Context: an optimization exercise on an open-source flow, tuned for small area and a short achievable clock period. The choices shown serve that exercise and are no tape-out recipe. The RTL was checked by simulation tests, not by an equivalence proof against the original design. Power and IR drop assume default switching activity. The clock port is modelled as an ideal driver; clocking choices that lean on that would not hold on a real chip.

## build 94
==> flow/design.v (excerpt) <==
module mul_A (CLK, RESETn, a, b, y);
	input CLK;
	input RESETn;
	input [31:0] a, b;
	output [63:0] y;
	reg [31:0] b0;
	reg d0_n0;
	reg d0_o0;
	reg d0_t0;
	reg d0_n1;
	reg d0_o1;
	reg d0_t1;
	reg d0_n2;
	reg d0_o2;
	reg d0_t2;
	reg d0_n3;
	reg d0_o3;
	reg d0_t3;
	reg a0_7;
	reg a0_8;
	reg a0_9;
	reg a0_10;
	reg a0_11;
	reg a0_12;
	reg a0_13;
	reg a0_14;
	reg a0_15;
	reg a0_16;
	reg a0_17;
	reg a0_18;
	reg a0_19;
	reg a0_20;
	reg a0_21;
	reg a0_22;
	reg a0_23;
	reg a0_24;
	reg a0_25;
	reg a0_26;
	reg a0_27;
	reg a0_28;
	reg a0_29;
	reg a0_30;
	reg a0_31;
	reg m1_0_0;
	reg m1_0_1;
	reg m1_1_0;
	reg m1_2_0;
	reg m1_2_1;
	reg m1_3_0;
	reg m1_3_1;
	reg m1_4_0;
	reg m1_4_1;
	reg m1_5_0;
	reg m1_5_1;
	reg m1_6_0;
	reg m1_6_1;
	reg m1_7_0;
	reg m1_7_1;
	reg m1_8_0;
	reg m1_8_1;
	reg m1_9_0;
	reg m1_9_1;
	reg m1_10_0;
	reg m1_10_1;
	reg m1_11_0;
	reg m1_11_1;
	reg m1_12_0;
	reg m1_12_1;
	reg m1_13_0;
	reg m1_13_1;
	reg m1_14_0;
	reg m1_14_1;
	reg m1_15_0;
	reg m1_15_1;
	reg m1_16_0;
	reg m1_16_1;
	reg m1_17_0;
	reg m1_17_1;
	reg m1_18_0;
	reg m1_18_1;
	reg m1_19_0;
	reg m1_19_1;
	reg m1_20_0;
	reg m1_20_1;
	reg m1_21_0;
	reg m1_21_1;
	reg m1_22_0;
	reg m1_22_1;
	reg m1_23_0;
	reg m1_23_1;
	reg m1_24_0;
	reg m1_24_1;
	reg m1_25_0;
	reg m1_25_1;
	reg m1_26_0;
	reg m1_26_1;
	reg m1_27_0;
	reg m1_27_1;
	reg m1_28_0;
	reg m1_28_1;
	reg m1_29_0;
	reg m1_29_1;
	reg m1_30_0;
	reg m1_30_1;
	reg m1_31_0;
	reg m1_31_1;
	reg m1_32_0;
	reg m1_32_1;
	reg m1_33_0;
	reg m1_33_1;
	reg m1_34_0;
	reg m1_34_1;
	reg m1_35_0;
	reg m1_35_1;
	reg m1_36_0;
	reg m1_36_1;
	reg m1_37_0;
	reg m1_37_1;
	reg m1_38_0;
	reg m1_38_1;
	reg m1_39_0;
	reg m1_39_1;
	reg nd1;
	reg [31:0] b1;
	reg d1_n4;
	reg d1_o4;
	reg d1_t4;
	reg d1_n5;
	reg d1_o5;
	reg d1_t5;
	reg a1_11;
	reg a1_12;
	reg a1_13;
	reg a1_14;
	reg a1_15;
	reg a1_16;
	reg a1_17;
	reg a1_18;
	reg a1_19;
	reg a1_20;
	reg a1_21;
	reg a1_22;
	reg a1_23;
	reg a1_24;
	reg a1_25;
	reg a1_26;
	reg a1_27;
	reg a1_28;
	reg a1_29;
	reg a1_30;
	reg a1_31;
	reg l2_0;
	reg l2_1;
  ...
Size: about 4,900 cells after synthesis, about 2,600 flip-flops, ~130 I/O pins, about 0.075 mm2 of cells after synthesis.
clock: 5.0 ns
lec_check: 0
cap_margin: 20
core_margin: 2
core_utilization: 55
cts_cluster_diameter: 120
cts_cluster_size: 30
setup_slack_margin: 2.95
slew_margin: 20
synth_hierarchical: 1
synth_minimum_keep_size: 0
run.sh (not shown) runs the stock make flow with config.mk's settings and CLKGATE_MAP_FILE= SYNTH_SCRIPT=/design/flow/synth_recipe.tcl, a recipe that flattens the netlist after the stock synthesis.
Build 94 ran to completion and came out clean on the timing, design-rule and antenna checks.
Edits applied to the flow inputs when going from build 94 to build 52:
Settings: CTS_CLUSTER_SIZE changed from 30 to 32; SETUP_SLACK_MARGIN changed from 2.95 to 2.75.
### Flow results
Timing, DRC, antenna: 0 failures across build 94 and build 52. Post-cts sizing count down about 30% in build 52 wrt build 94. [compare] base=build 94 new=build 52: worst setup slack moved up; power moved down.
diff inputs: build 52 => build 34
Settings: a change of CTS_CLUSTER_DIAMETER from 120 to 70; a change of SETUP_SLACK_MARGIN from 2.75 to 2.85.
--- outcome ---
Going from build 52 to build 34, latest clock arrival within the worst-skew pair grew by 0.03 ns, layout-stage area growth over the synthesis result climbed 3.4 points. Changes observed in build 34 relative to build 52: total met2 wirelength after detailed routing saw an increase, register area saw little to no change, design area saw an increase, routed wire length saw an increase. Build 34 vs build 52 — fraction of layout cells with a size suffix above 1 rose 3.2 points. Build 34 vs. build 52: fraction of met1 tracks used by global routing went up by 0.47 points.

* * *

Setup of sierra:
mul_A again, from the RTL that the note above started with.
Settings: LEC_CHECK=0, CAP_MARGIN=20, CORE_MARGIN=2, CORE_UTILIZATION=55, CTS_CLUSTER_DIAMETER=120, CTS_CLUSTER_SIZE=32, SETUP_SLACK_MARGIN=2.85, SLEW_MARGIN=20, SYNTH_HIERARCHICAL=1, SYNTH_MINIMUM_KEEP_SIZE=0; clock period 5.0 ns.
Here is what was changed in the inputs of lagoon compared with sierra.
- CTS_CLUSTER_SIZE: 32 -> 30
- PLACE_DENSITY: unset -> 0.7
- CORE_UTILIZATION: 55 -> 60
Results
On lagoon: number of gates resized after CTS is 8 higher than what sierra gave. lagoon has post-route clock period utilization above what sierra had. sierra ended up with flip-flop to output port as its category of the critical setup timing path; lagoon ended up with flip-flop to flip-flop. Diff sierra and lagoon: critical path required time lower in sierra. Changes observed in lagoon relative to sierra: design area saw little to no change, wire length saw a decrease, power saw little to no change, complex-gate fraction of the synthesized area saw little to no change. Compared with sierra, in lagoon post-route non-filler standard cell count now smaller; growth of design area from synthesis to finish saw little to no change; met1 usage in global routing has increased.

==> port drivers added, routing unchanged <==
Ports are ideal in the flow. The routed layouts listed here were re-timed in OpenROAD.
Step 1 assumes that a clkbuf_16 drives the clock port and a buf_2 every other input.
Step 2, shift: input delay + t, output delay - t, t = (earliest + latest rising clock arrival at the registers) / 2. This alone moves slack from input paths to output paths.
Three values: ideal, step 1, step 2; two values: the first two.
run | t, ns | setup slack, ns | hold WS [ns] | latest minus earliest clock arrival (ns) | cell pins on the clock port's net
build 94 | 0.810 | 2.742 / 2.742 / 2.742 | 0.312 / 0.312 / 0.312 | 0.043 / 0.044 | 1
build 52 | 0.808 | 2.768 / 2.749 / 2.768 | 0.317 / 0.317 / 0.317 | 0.054 / 0.054 | 1
build 34 | 0.834 | 2.774 / 2.701 / 2.774 | 0.319 / 0.319 / 0.319 | 0.044 / 0.044 | 1
sierra | 0.792 | 2.819 / 2.748 / 2.839 | 0.324 / 0.324 / 0.324 | 0.041 / 0.041 | 1
lagoon | 0.795 | 2.748 / 2.748 / 2.748 | 0.313 / 0.313 / 0.313 | 0.048 / 0.048 | 1
After both steps setup and hold are still met in every run listed.
